This is an optimization exercise on Yosys and OpenROAD, whose aim is small area, not a production implementation.
In this exercise RTL edits were held to simulation tests only and were not proved equivalent to the original.
The clock port is modelled as an ideal driver; clocking choices that lean on that would not hold on a real chip.

==> v23 <==
==> flow/design.v <==
`timescale 1ns / 1ps
module calculator(clk, reset, rst, a, b, op, seg, an);
input clk, reset, rst;
input [3:0] a, b;
input [2:0] op;
output [6:0] seg;
output [3:0] an;
reg [2:0] p;
reg [2:0] r;
wire xst   = p[2] & (p[1] | p[0]);           
wire idle  = (p == 3'd7) & (r == 3'd7);
wire setup = (p == 3'd5) & (r == 3'd0);
wire load  = rst & (idle | setup);
wire oshf  = (p == 3'd4);
wire a0    = (p == 3'd0);
wire a1    = (p == 3'd1);
wire step  = (p == 3'd7) & ~r[2];            
wire lastst = (p == 3'd7) & (r == 3'd3);     
wire dval  = ~(xst & ~r[2]);                 
always @(posedge clk) begin
    if (reset) begin
        p <= 3'd7;
        r <= 3'd7;
    end else if (idle) begin
        if (rst) begin
            p <= 3'd5;
            r <= 3'd0;
        end
    end else if (p == 3'd4) begin
        if (r == 3'd7)
            p <= 3'd5;
        else begin
            p <= 3'd0;
            r <= r + 3'd1;
        end
    end else if (p == 3'd7) begin
        if (r == 3'd6) begin
            p <= 3'd0;
            r <= 3'd0;
        end else begin
            p <= 3'd5;
            r <= r + 3'd1;
        end
    end else
        p <= p + 3'd1;
end
reg [3:0] P, Q;
reg [3:0] ones, tens;
reg [1:0] hund;
wire [3:0] A = tens;
wire [2:0] sop = ones[2:0];
wire mmul = ~sop[2] & ~(sop[1] & sop[0]);                 
wire mdiv = (sop == 3'd3);
wire mclr = (sop == 3'd1) | (sop == 3'd3) | (sop == 3'd4) | (sop == 3'd5) | (sop == 3'd6);
wire [3:0] aop1 = mdiv ? {P[2:0], Q[3]} : P;
wire [3:0] aop2 = A & {4{Q[0] | mdiv}};
wire [4:0] asum = {1'b0, aop1} + {1'b0, aop2} + {4'b0, mdiv};
wire dge = (asum[4] | P[3]) & mdiv & step;    
reg nb;
always @* begin
    case (sop)
        3'd3: nb = asum[4] | P[3];
        3'd4: nb = P[3] & Q[3];
        3'd5: nb = P[3] | Q[3];
        3'd6: nb = P[3] ^ Q[3];
        default: nb = ~P[3];
    endcase
end
always @(posedge clk) begin
    if (load) begin
        P <= (op[2:1] == 2'b01) ? 4'd0 : a;
        Q <= (op == 3'd3) ? a : (op == 3'd7) ? 4'd15 : b;
    end else if (step & mmul) begin
        P <= (lastst & mclr) ? 4'd0 : asum[4:1];
        Q <= {asum[0], Q[3:1]};
    end else if (step | oshf) begin
        P <= (lastst & mclr) ? 4'd0 : dge ? asum[3:0] : {P[2:0], Q[3]};
        Q <= {Q[2:0], nb & step};
    end
end
function [3:0] adj(input [3:0] o);
    adj = {o[3] | o[2] & o[0] | o[2] & o[1],
           o[3] & o[0] | o[2] & ~o[1] & ~o[0],
           ~o[2] & o[1] | o[1] & o[0] | o[3] & ~o[0],
           ~o[3] & ~o[2] & o[0] | o[2] & o[1] & ~o[0] | o[3] & ~o[0]};
endfunction
always @(posedge clk) begin
    if (reset) begin
        {hund, tens, ones} <= 10'd0;
    end else if (load) begin
        hund <= 2'd0;
        case (op[1:0])
            2'd0: tens <= 4'd1;
            2'd1: tens <= 4'd15;
            2'd2: tens <= a;
            default: tens <= ~b;
        endcase
        ones <= {1'b0, op};
    end else if (lastst)
        {tens, ones} <= 8'd0;
    else if (oshf)
        {hund, tens, ones} <= {hund[0], tens, ones, P[3]};
    else if (a0)
        ones <= adj(ones);
    else if (a1)
        tens <= adj(tens);
end
reg [6:0] cnt;
reg [3:0] dig, dig2;
wire show = (cnt[4] | (cnt[3:0] == 4'd15)) & (cnt[4:0] != 5'd31);
always @(posedge clk) begin
    if (reset) begin
        cnt  <= 7'd0;
        dig  <= 4'd0;
        dig2 <= 4'd0;
    end else begin
        cnt  <= cnt + 7'd1;
        dig2 <= dig;
        if (show)
            case (cnt[6:5])
                2'd0: dig <= dval ? ones : 4'd0;
                2'd1: dig <= 4'd0;
                2'd2: dig <= {2'b00, hund};
                default: dig <= dval ? tens : 4'd0;
            endcase
        else
            dig <= 4'd15;
    end
end
assign an = {cnt[6:5] != 2'd1, cnt[6:5] != 2'd2, cnt[6:5] != 2'd3, cnt[6:5] != 2'd0};
wire [3:0] x = dig2;
wire blank = x[3] & (x[2] | x[1]);
assign seg[0] = (x == 4'd1) | (x == 4'd4) | blank;
assign seg[1] = (x == 4'd5) | (x == 4'd6) | blank;
assign seg[2] = (x == 4'd2) | blank;
assign seg[3] = (x == 4'd1) | (x == 4'd4) | (x == 4'd7) | blank;
assign seg[4] = (x == 4'd1) | (x == 4'd3) | (x == 4'd4) | (x == 4'd5) | (x == 4'd7) | (x == 4'd9) | blank;
assign seg[5] = (x == 4'd1) | (x == 4'd2) | (x == 4'd3) | (x == 4'd7) | blank;
assign seg[6] = (x == 4'd0) | (x == 4'd1) | (x == 4'd7) | blank;
endmodule
==> flow/flow/run.sh <==
#!/bin/bash
# Own layout flow: the standard synthesis, then its combinational logic
# re-mapped by ABC (flip-flops untouched, equivalence proven with Yosys
# before the new netlist is used), then the standard layout steps with
# sky130_fd_sc_hd__buf_1 as the port buffers.
set -uo pipefail
HERE=$(pwd)
R=$HERE/orfs/results/sky130hd/calculator/base
LIB=/OpenROAD-flow-scripts/flow/platforms/sky130hd/lib/sky130_fd_sc_hd__tt_025C_1v80.lib

bash standard.sh synth > log_synth.log 2>&1 || { echo "standard synthesis failed"; exit 1; }

mkdir -p remap
cp "$R/1_2_yosys.v" remap/in.v
if bash flow/remap.sh remap > log_remap.log 2>&1; then
  echo "using the re-mapped netlist"
  cp remap/out.v "$R/1_2_yosys.v"
  rm -f "$R/1_synth.odb" "$R/1_synth.sdc"
else
  echo "re-mapping not used"
fi

ARGS=("BUFFER_PORTS_ARGS=-buffer_cell sky130_fd_sc_hd__buf_1" "CTS_ARGS=-sink_clustering_enable -repair_clock_nets -buf_list sky130_fd_sc_hd__clkbuf_8 -dont_use_dummy_load")
bash standard.sh "${ARGS[@]}" place > log_place.log 2>&1 || { echo "placement failed"; exit 1; }

# Clock tree: the clock port drives K leaf buffers, one per cluster of
# flip-flops; use the smallest choice whose estimated clock-pin slew is low,
# else leave the clock tree to the standard CTS step.
export FLOW_HOME RESDIR=$R
for choice in 3:sky130_fd_sc_hd__clkbuf_4 4:sky130_fd_sc_hd__clkbuf_4 3:sky130_fd_sc_hd__buf_6 3:sky130_fd_sc_hd__clkbuf_8 4:sky130_fd_sc_hd__clkbuf_8; do
  K=${choice%%:*}; B=${choice#*:}
  CTS_K=$K CTS_BUF=$B openroad -no_init -exit flow/mycts.tcl > log_cts_try_${K}_$B.log 2>&1
  s=$(grep -o 'worst clock pin slew (placement estimate): [0-9.e-]*' log_cts_try_${K}_$B.log | awk '{print $NF}')
  echo "K=$K $B estimated clock-pin slew: $s"
  if [ -n "$s" ] && awk -v s="$s" 'BEGIN { exit !(s < 0.115) }'; then
    CTS_K=$K CTS_BUF=$B OUTDB=$R/4_1_cts.odb OUTSDC=$R/4_cts.sdc openroad -no_init -exit flow/mycts.tcl > log_cts.log 2>&1 \
      && echo "clock tree with $K leaf buffers $B" || rm -f $R/4_1_cts.odb $R/4_cts.sdc
    break
  fi
done

bash standard.sh "${ARGS[@]}" finish > log_finish.log 2>&1 || { echo "layout failed"; exit 1; }
==> flow/flow/chk.ys <==
read_liberty -lib /OpenROAD-flow-scripts/flow/platforms/sky130hd/lib/sky130_fd_sc_hd__tt_025C_1v80.lib
read_verilog out.v
hierarchy -check -top calculator
check -assert
==> flow/flow/eq.ys <==
read_liberty -ignore_miss_func /OpenROAD-flow-scripts/flow/platforms/sky130hd/lib/sky130_fd_sc_hd__tt_025C_1v80.lib
read_verilog in.v
rename calculator gold
read_verilog out.v
rename calculator gate
hierarchy -check
rename -hide gold/w:_* gold/c:_* gate/w:_* gate/c:_*
flatten gold gate
opt_clean
equiv_make gold gate eq
hierarchy -top eq
equiv_simple -seq 2
equiv_induct
equiv_status -assert
==> flow/flow/mycts.tcl <==
# Clock tree: the clock port drives K leaf buffers directly, each placed at
# the centre of a cluster of flip-flops (k-means on their positions).
set P $::env(FLOW_HOME)/platforms/sky130hd
set R $::env(RESDIR)
set K $::env(CTS_K)
set BUF $::env(CTS_BUF)
read_liberty $P/lib/sky130_fd_sc_hd__tt_025C_1v80.lib
read_db $R/3_place.odb
read_sdc $R/3_place.sdc
source $P/setRC.tcl
set block [ord::get_db_block]
set pins {}
set xs {}
set ys {}
foreach pin [get_pins -of_objects [get_nets clk]] {
  if {[get_property $pin direction] != "input"} { continue }
  set inst [sta::sta_to_db_inst [get_cells -of_objects $pin]]
  set bb [$inst getBBox]
  lappend pins $pin
  lappend xs [expr {([$bb xMin] + [$bb xMax]) / 2.0}]
  lappend ys [expr {([$bb yMin] + [$bb yMax]) / 2.0}]
}
set n [llength $pins]
puts "clock sinks: $n"
# initial centres: sinks spread along x+y order
set order [lsort -real -indices [lmap x $xs y $ys {expr {$x + $y}}]]
for {set k 0} {$k < $K} {incr k} {
  set i [lindex $order [expr {int(($k + 0.5) * $n / $K)}]]
  set cx($k) [lindex $xs $i]; set cy($k) [lindex $ys $i]
}
for {set it 0} {$it < 50} {incr it} {
  for {set k 0} {$k < $K} {incr k} { set sx($k) 0.0; set sy($k) 0.0; set cnt($k) 0 }
  for {set i 0} {$i < $n} {incr i} {
    set x [lindex $xs $i]; set y [lindex $ys $i]
    set best 0; set bd 1e30
    for {set k 0} {$k < $K} {incr k} {
      set d [expr {abs($x - $cx($k)) + abs($y - $cy($k))}]
      if {$d < $bd} { set bd $d; set best $k }
    }
    set asg($i) $best
    set sx($best) [expr {$sx($best) + $x}]; set sy($best) [expr {$sy($best) + $y}]; incr cnt($best)
  }
  for {set k 0} {$k < $K} {incr k} {
    if {$cnt($k) > 0} { set cx($k) [expr {$sx($k) / $cnt($k)}]; set cy($k) [expr {$sy($k) / $cnt($k)}] }
  }
}
set dbu [$block getDbUnitsPerMicron]
for {set k 0} {$k < $K} {incr k} {
  set pl {}
  for {set i 0} {$i < $n} {incr i} { if {$asg($i) == $k} { lappend pl [lindex $pins $i] } }
  if {[llength $pl] == 0} { continue }
  puts "leaf $k: [llength $pl] sinks at [expr {$cx($k)/$dbu}] [expr {$cy($k)/$dbu}]"
  insert_buffer -buffer_cell $BUF -net clk -load_pins $pl -location [list [expr {$cx($k)/$dbu}] [expr {$cy($k)/$dbu}]] -buffer_name clkleaf_$k -net_name clknet_leaf_$k
}
foreach inst [$block getInsts] { if {[string match clkleaf_* [$inst getName]]} { $inst setSourceType TIMING } }
detailed_placement
check_placement
set_propagated_clock [all_clocks]
estimate_parasitics -placement
set worst 0
foreach pin [get_pins -hierarchical */CLK] {
  set s [get_property $pin slew_max]
  if {$s > $worst} {set worst $s}
}
puts "worst clock pin slew (placement estimate): $worst"
report_checks -path_delay min_max -format end
if {[info exists ::env(OUTDB)]} {
  write_db $::env(OUTDB)
  write_sdc -no_timestamp $::env(OUTSDC)
}
==> flow/flow/remap.sh <==
#!/bin/bash
# remap.sh DIR: re-map the combinational logic of DIR/in.v (the standard
# synthesis netlist) several times with ABC, keep the smallest result that
# Yosys proves equivalent to in.v, and write it to DIR/out.v.
# Logs go to DIR/*.log.
set -u
D=$1
F=$(cd "$(dirname "$0")" && pwd)
LIB=/OpenROAD-flow-scripts/flow/platforms/sky130hd/lib/sky130_fd_sc_hd__tt_025C_1v80.lib
cd "$D"
cp in.v best.v
area() { grep 'Chip area' "$1" | awk '{print $NF}'; }
best_area=1e9
for it in 1 2 3 4 5; do
 for batch in 0 4; do
  for S in $batch $((batch + 1)) $((batch + 2)) $((batch + 3)); do
    W=it${it}_s$S; mkdir -p $W; cp best.v $W/in.v; cp "$F/remap.ys" $W/
    grep -o 'sky130_fd_sc_hd__[a-z0-9_]*' $W/in.v | sort -u | grep -E '__(df|edf|sdf|sedf|dl|conb)' | sed 's/^/blackbox /' > $W/bb.ys
    echo "abc -script +strash;&get,-n;&st;&deepsyn,-T,30,-S,$S;&dch;&nf,-R,1000,-p;&put -liberty $LIB -dont_use *probe* -dont_use *lpflow*" > $W/abc.ys
    (cd $W && timeout 600 yosys -q -l remap.log remap.ys > /dev/null 2>&1) &
  done
  wait
 done
  for S in 0 1 2 3 4 5 6 7; do
    W=it${it}_s$S
    [ -f $W/stat.txt ] && [ -f $W/out.v ] || continue
    a=$(area $W/stat.txt)
    echo "iteration $it seed $S: $a"
    if awk -v a="$a" -v b="$best_area" 'BEGIN { exit !(a < b) }'; then best_area=$a; cp $W/out.v best.v; fi
  done
done
echo "best: $best_area"
cp best.v out.v
cp "$F/chk.ys" "$F/eq.ys" .
yosys -q -l check.log chk.ys > /dev/null 2>&1 || { echo "check failed"; exit 1; }
yosys -l equiv.log eq.ys > /dev/null 2>&1 || { echo "equivalence failed"; exit 1; }
echo "equivalence proven"
==> flow/flow/remap.ys <==
# Re-map the combinational logic of the standard synthesis netlist (in.v)
# with a stronger ABC script. The flip-flops (listed in bb.ys as blackboxes)
# and their instance names are kept exactly as the standard synthesis made them.
read_liberty -ignore_miss_func /OpenROAD-flow-scripts/flow/platforms/sky130hd/lib/sky130_fd_sc_hd__tt_025C_1v80.lib
script bb.ys
read_verilog in.v
hierarchy -top calculator
flatten
rename -hide w:*.*
opt -purge
script abc.ys
opt_clean -purge
hilomap -singleton -hicell sky130_fd_sc_hd__conb_1 HI -locell sky130_fd_sc_hd__conb_1 LO
insbuf -buf sky130_fd_sc_hd__buf_1 A X
tee -o stat.txt stat -liberty /OpenROAD-flow-scripts/flow/platforms/sky130hd/lib/sky130_fd_sc_hd__tt_025C_1v80.lib
write_verilog -noattr -noexpr -nohex -nodec out.v
==> flow/standard.sh <==
#!/bin/bash
# synth_recipe.tcl (not shown) runs the flow's synth.tcl, then flattens the netlist and writes it again
# the make line also repeats each setting of config.mk as NAME=value (left out here)
make -C /OpenROAD-flow-scripts/flow DESIGN_CONFIG=/design/flow/config.mk WORK_HOME=/design/flow/orfs CLKGATE_MAP_FILE= SYNTH_SCRIPT=/design/flow/synth_recipe.tcl "${@:-finish}"
==> flow/config.mk <==
export PLATFORM = sky130hd
export DESIGN_NAME = calculator
export DESIGN_NICKNAME = calculator
export VERILOG_FILES = /design/flow/design.v
export SDC_FILE = /design/flow/constraint.sdc
export NUM_CORES = 4
export LEC_CHECK = 0
export ABC_AREA = 1
export CAP_MARGIN = 20
export CORE_MARGIN = 2
export CORE_UTILIZATION = 60
export GPL_TIMING_DRIVEN = 0
export SLEW_MARGIN = 20
==> flow/constraint.sdc <==
create_clock -name core_clock -period 6.0 [get_ports {clk}]
set_input_delay 1.2000 -clock core_clock [delete_from_list [all_inputs] [get_ports {clk}]]
set_output_delay 1.2000 -clock core_clock [all_outputs]
set_load 0.01 [all_outputs]
==> v4: changes against v23 <==
--- a/flow/design.v
+++ b/flow/design.v
@@ -7,39 +7,26 @@
 output [3:0] an;
 reg [2:0] p;
-reg [2:0] r;
-wire xst   = p[2] & (p[1] | p[0]);           
-wire idle  = (p == 3'd7) & (r == 3'd7);
-wire setup = (p == 3'd5) & (r == 3'd0);
+reg [3:0] r;
+wire idle  = (p == 3'd7);
+wire setup = (p == 3'd4) & r[3] & r[2];       
 wire load  = rst & (idle | setup);
-wire oshf  = (p == 3'd4);
+wire sh    = (p == 3'd4);
 wire a0    = (p == 3'd0);
 wire a1    = (p == 3'd1);
-wire step  = (p == 3'd7) & ~r[2];            
-wire lastst = (p == 3'd7) & (r == 3'd3);     
-wire dval  = ~(xst & ~r[2]);                 
+wire step  = sh & (r[3:2] == 2'b00);         
+wire oshf  = sh & (r[3] ^ r[2]);             
+wire last  = (r == 4'd11);
 always @(posedge clk) begin
     if (reset) begin
         p <= 3'd7;
-        r <= 3'd7;
+        r <= 4'd11;
     end else if (idle) begin
         if (rst) begin
-            p <= 3'd5;
-            r <= 3'd0;
+            p <= 3'd4;
+            r <= 4'd15;
         end
-    end else if (p == 3'd4) begin
-        if (r == 3'd7)
-            p <= 3'd5;
-        else begin
-            p <= 3'd0;
-            r <= r + 3'd1;
-        end
-    end else if (p == 3'd7) begin
-        if (r == 3'd6) begin
-            p <= 3'd0;
-            r <= 3'd0;
-        end else begin
-            p <= 3'd5;
-            r <= r + 3'd1;
-        end
+    end else if (sh & ~last) begin
+        p <= 3'd0;
+        r <= r + 4'd1;
     end else
         p <= p + 3'd1;
@@ -50,7 +37,9 @@
 wire [3:0] A = tens;
 wire [2:0] sop = ones[2:0];
+wire dval = r[3] ^ r[2];                  
 wire mmul = ~sop[2] & ~(sop[1] & sop[0]);                 
 wire mdiv = (sop == 3'd3);
 wire mclr = (sop == 3'd1) | (sop == 3'd3) | (sop == 3'd4) | (sop == 3'd5) | (sop == 3'd6);
+wire lastst = step & (r[1:0] == 2'd3);    
 wire [3:0] aop1 = mdiv ? {P[2:0], Q[3]} : P;
 wire [3:0] aop2 = A & {4{Q[0] | mdiv}};
@@ -101,7 +90,7 @@
     else if (oshf)
         {hund, tens, ones} <= {hund[0], tens, ones, P[3]};
-    else if (a0)
+    else if (a0 & dval)
         ones <= adj(ones);
-    else if (a1)
+    else if (a1 & dval)
         tens <= adj(tens);
 end
--- a/flow/flow/run.sh
+++ b/flow/flow/run.sh
@@ -28,5 +28,5 @@
 # else leave the clock tree to the standard CTS step.
 export FLOW_HOME RESDIR=$R
-for choice in 3:sky130_fd_sc_hd__clkbuf_4 4:sky130_fd_sc_hd__clkbuf_4 3:sky130_fd_sc_hd__buf_6 3:sky130_fd_sc_hd__clkbuf_8 4:sky130_fd_sc_hd__clkbuf_8; do
+for choice in 3:sky130_fd_sc_hd__clkbuf_4 4:sky130_fd_sc_hd__clkbuf_4 3:sky130_fd_sc_hd__clkbuf_8 4:sky130_fd_sc_hd__clkbuf_8; do
   K=${choice%%:*}; B=${choice#*:}
   CTS_K=$K CTS_BUF=$B openroad -no_init -exit flow/mycts.tcl > log_cts_try_${K}_$B.log 2>&1
--- a/flow/flow/remap.sh
+++ b/flow/flow/remap.sh
@@ -12,7 +12,6 @@
 area() { grep 'Chip area' "$1" | awk '{print $NF}'; }
 best_area=1e9
-for it in 1 2 3 4 5; do
- for batch in 0 4; do
-  for S in $batch $((batch + 1)) $((batch + 2)) $((batch + 3)); do
+for it in 1 2 3 4; do
+  for S in 0 1 2 3; do
     W=it${it}_s$S; mkdir -p $W; cp best.v $W/in.v; cp "$F/remap.ys" $W/
     grep -o 'sky130_fd_sc_hd__[a-z0-9_]*' $W/in.v | sort -u | grep -E '__(df|edf|sdf|sedf|dl|conb)' | sed 's/^/blackbox /' > $W/bb.ys
@@ -21,6 +20,5 @@
   done
   wait
- done
-  for S in 0 1 2 3 4 5 6 7; do
+  for S in 0 1 2 3; do
     W=it${it}_s$S
     [ -f $W/stat.txt ] && [ -f $W/out.v ] || continue
CORE_UTILIZATION = 70   (was 60)
PLACE_DENSITY = 0.85   (was unset)
==> v1: changes against v23 <==
--- a/flow/design.v
+++ b/flow/design.v
@@ -7,39 +7,26 @@
 output [3:0] an;
 reg [2:0] p;
-reg [2:0] r;
-wire xst   = p[2] & (p[1] | p[0]);           
-wire idle  = (p == 3'd7) & (r == 3'd7);
-wire setup = (p == 3'd5) & (r == 3'd0);
+reg [3:0] r;
+wire idle  = (p == 3'd7);
+wire setup = (p == 3'd4) & r[3] & r[2];       
 wire load  = rst & (idle | setup);
-wire oshf  = (p == 3'd4);
+wire sh    = (p == 3'd4);
 wire a0    = (p == 3'd0);
 wire a1    = (p == 3'd1);
-wire step  = (p == 3'd7) & ~r[2];            
-wire lastst = (p == 3'd7) & (r == 3'd3);     
-wire dval  = ~(xst & ~r[2]);                 
+wire step  = sh & (r[3:2] == 2'b00);         
+wire oshf  = sh & (r[3] ^ r[2]);             
+wire last  = (r == 4'd11);
 always @(posedge clk) begin
     if (reset) begin
         p <= 3'd7;
-        r <= 3'd7;
+        r <= 4'd11;
     end else if (idle) begin
         if (rst) begin
-            p <= 3'd5;
-            r <= 3'd0;
+            p <= 3'd4;
+            r <= 4'd15;
         end
-    end else if (p == 3'd4) begin
-        if (r == 3'd7)
-            p <= 3'd5;
-        else begin
-            p <= 3'd0;
-            r <= r + 3'd1;
-        end
-    end else if (p == 3'd7) begin
-        if (r == 3'd6) begin
-            p <= 3'd0;
-            r <= 3'd0;
-        end else begin
-            p <= 3'd5;
-            r <= r + 3'd1;
-        end
+    end else if (sh & ~last) begin
+        p <= 3'd0;
+        r <= r + 4'd1;
     end else
         p <= p + 3'd1;
@@ -50,7 +37,9 @@
 wire [3:0] A = tens;
 wire [2:0] sop = ones[2:0];
+wire dval = r[3] ^ r[2];                  
 wire mmul = ~sop[2] & ~(sop[1] & sop[0]);                 
 wire mdiv = (sop == 3'd3);
 wire mclr = (sop == 3'd1) | (sop == 3'd3) | (sop == 3'd4) | (sop == 3'd5) | (sop == 3'd6);
+wire lastst = step & (r[1:0] == 2'd3);    
 wire [3:0] aop1 = mdiv ? {P[2:0], Q[3]} : P;
 wire [3:0] aop2 = A & {4{Q[0] | mdiv}};
@@ -101,7 +90,7 @@
     else if (oshf)
         {hund, tens, ones} <= {hund[0], tens, ones, P[3]};
-    else if (a0)
+    else if (a0 & dval)
         ones <= adj(ones);
-    else if (a1)
+    else if (a1 & dval)
         tens <= adj(tens);
 end
--- a/flow/flow/run.sh
+++ b/flow/flow/run.sh
@@ -28,5 +28,5 @@
 # else leave the clock tree to the standard CTS step.
 export FLOW_HOME RESDIR=$R
-for choice in 3:sky130_fd_sc_hd__clkbuf_4 4:sky130_fd_sc_hd__clkbuf_4 3:sky130_fd_sc_hd__buf_6 3:sky130_fd_sc_hd__clkbuf_8 4:sky130_fd_sc_hd__clkbuf_8; do
+for choice in 3:sky130_fd_sc_hd__clkbuf_4 4:sky130_fd_sc_hd__clkbuf_4 3:sky130_fd_sc_hd__clkbuf_8 4:sky130_fd_sc_hd__clkbuf_8; do
   K=${choice%%:*}; B=${choice#*:}
   CTS_K=$K CTS_BUF=$B openroad -no_init -exit flow/mycts.tcl > log_cts_try_${K}_$B.log 2>&1
--- a/flow/flow/remap.sh
+++ b/flow/flow/remap.sh
@@ -12,7 +12,6 @@
 area() { grep 'Chip area' "$1" | awk '{print $NF}'; }
 best_area=1e9
-for it in 1 2 3 4 5; do
- for batch in 0 4; do
-  for S in $batch $((batch + 1)) $((batch + 2)) $((batch + 3)); do
+for it in 1 2 3 4; do
+  for S in 0 1 2 3; do
     W=it${it}_s$S; mkdir -p $W; cp best.v $W/in.v; cp "$F/remap.ys" $W/
     grep -o 'sky130_fd_sc_hd__[a-z0-9_]*' $W/in.v | sort -u | grep -E '__(df|edf|sdf|sedf|dl|conb)' | sed 's/^/blackbox /' > $W/bb.ys
@@ -21,6 +20,5 @@
   done
   wait
- done
-  for S in 0 1 2 3 4 5 6 7; do
+  for S in 0 1 2 3; do
     W=it${it}_s$S
     [ -f $W/stat.txt ] && [ -f $W/out.v ] || continue
CORE_UTILIZATION = 80   (was 60)
==> summary.txt <==
* Final sequential cell count at 40
* Routed WL at 5120 um
* Die area at 0.00351 mm2
* Final Wtd Congestion at 0.952
* Clk tree area frac at 1.79%
* Final Skew at 0.0248 ns
* Fmax achieved at 0.280 GHz
* Run status: no timing/DRC/antenna violations
* HPWL after detailed placement at 3810 um
* Crit path buf inv count at 2
* GRT Overall Usage at 30.7%
(the above is from v4)
==> summary.txt <==
* Fmax achieved at 0.295 GHz
* Final sequential cell count at 39
* Clk tree area frac at 1.50%
* GRT Overall Usage at 24.1%
* Crit path buf inv count at 0
* Final Skew at 0.0314 ns
* Run status: no timing/DRC/antenna violations
(the above is from v23)
==> summary.txt <==
* Die H at 55.7 um
* Post-Syn Nets at 274
* Syn Area/Cell at 8.21 um2
* Stopped at: 3_3_place_gp
* Initial Util at 85.4%
* Run status: stopped before the end
* First Err: [ERROR GPL-0301] Utilization 102.707 % exceeds 100%.
(the above is from v1)

static timing again, ports no longer ideal:
How much do the figures lean on ideal ports? The routed layouts below were timed once more, with nothing changed but the port constraints.
Step 1: set_driving_cell puts a clkbuf_16 on clk and a buf_2 on each other input, an assumption about the parent block.
Step 2, shift: input delay + t, output delay - t, t = (earliest + latest rising clock arrival at the registers) / 2. This alone moves slack from input paths to output paths.
Three values: ideal ports, drivers, drivers and shift; two values: the first two.
run	shift t [ns]	slack for setup (ns)	worst slew at a driven data input, ns	cell pins on the clock port's net
v23	0.162	2.612 / 2.612 / 2.612	0.03	3
v4	0.193	2.434 / 2.461 / 2.268	0.03	3
After both steps every run listed still meets setup and hold. For v4, which loses most, drivers alone change the setup slack by +0.027 ns; drivers and shift together by -0.166 ns.
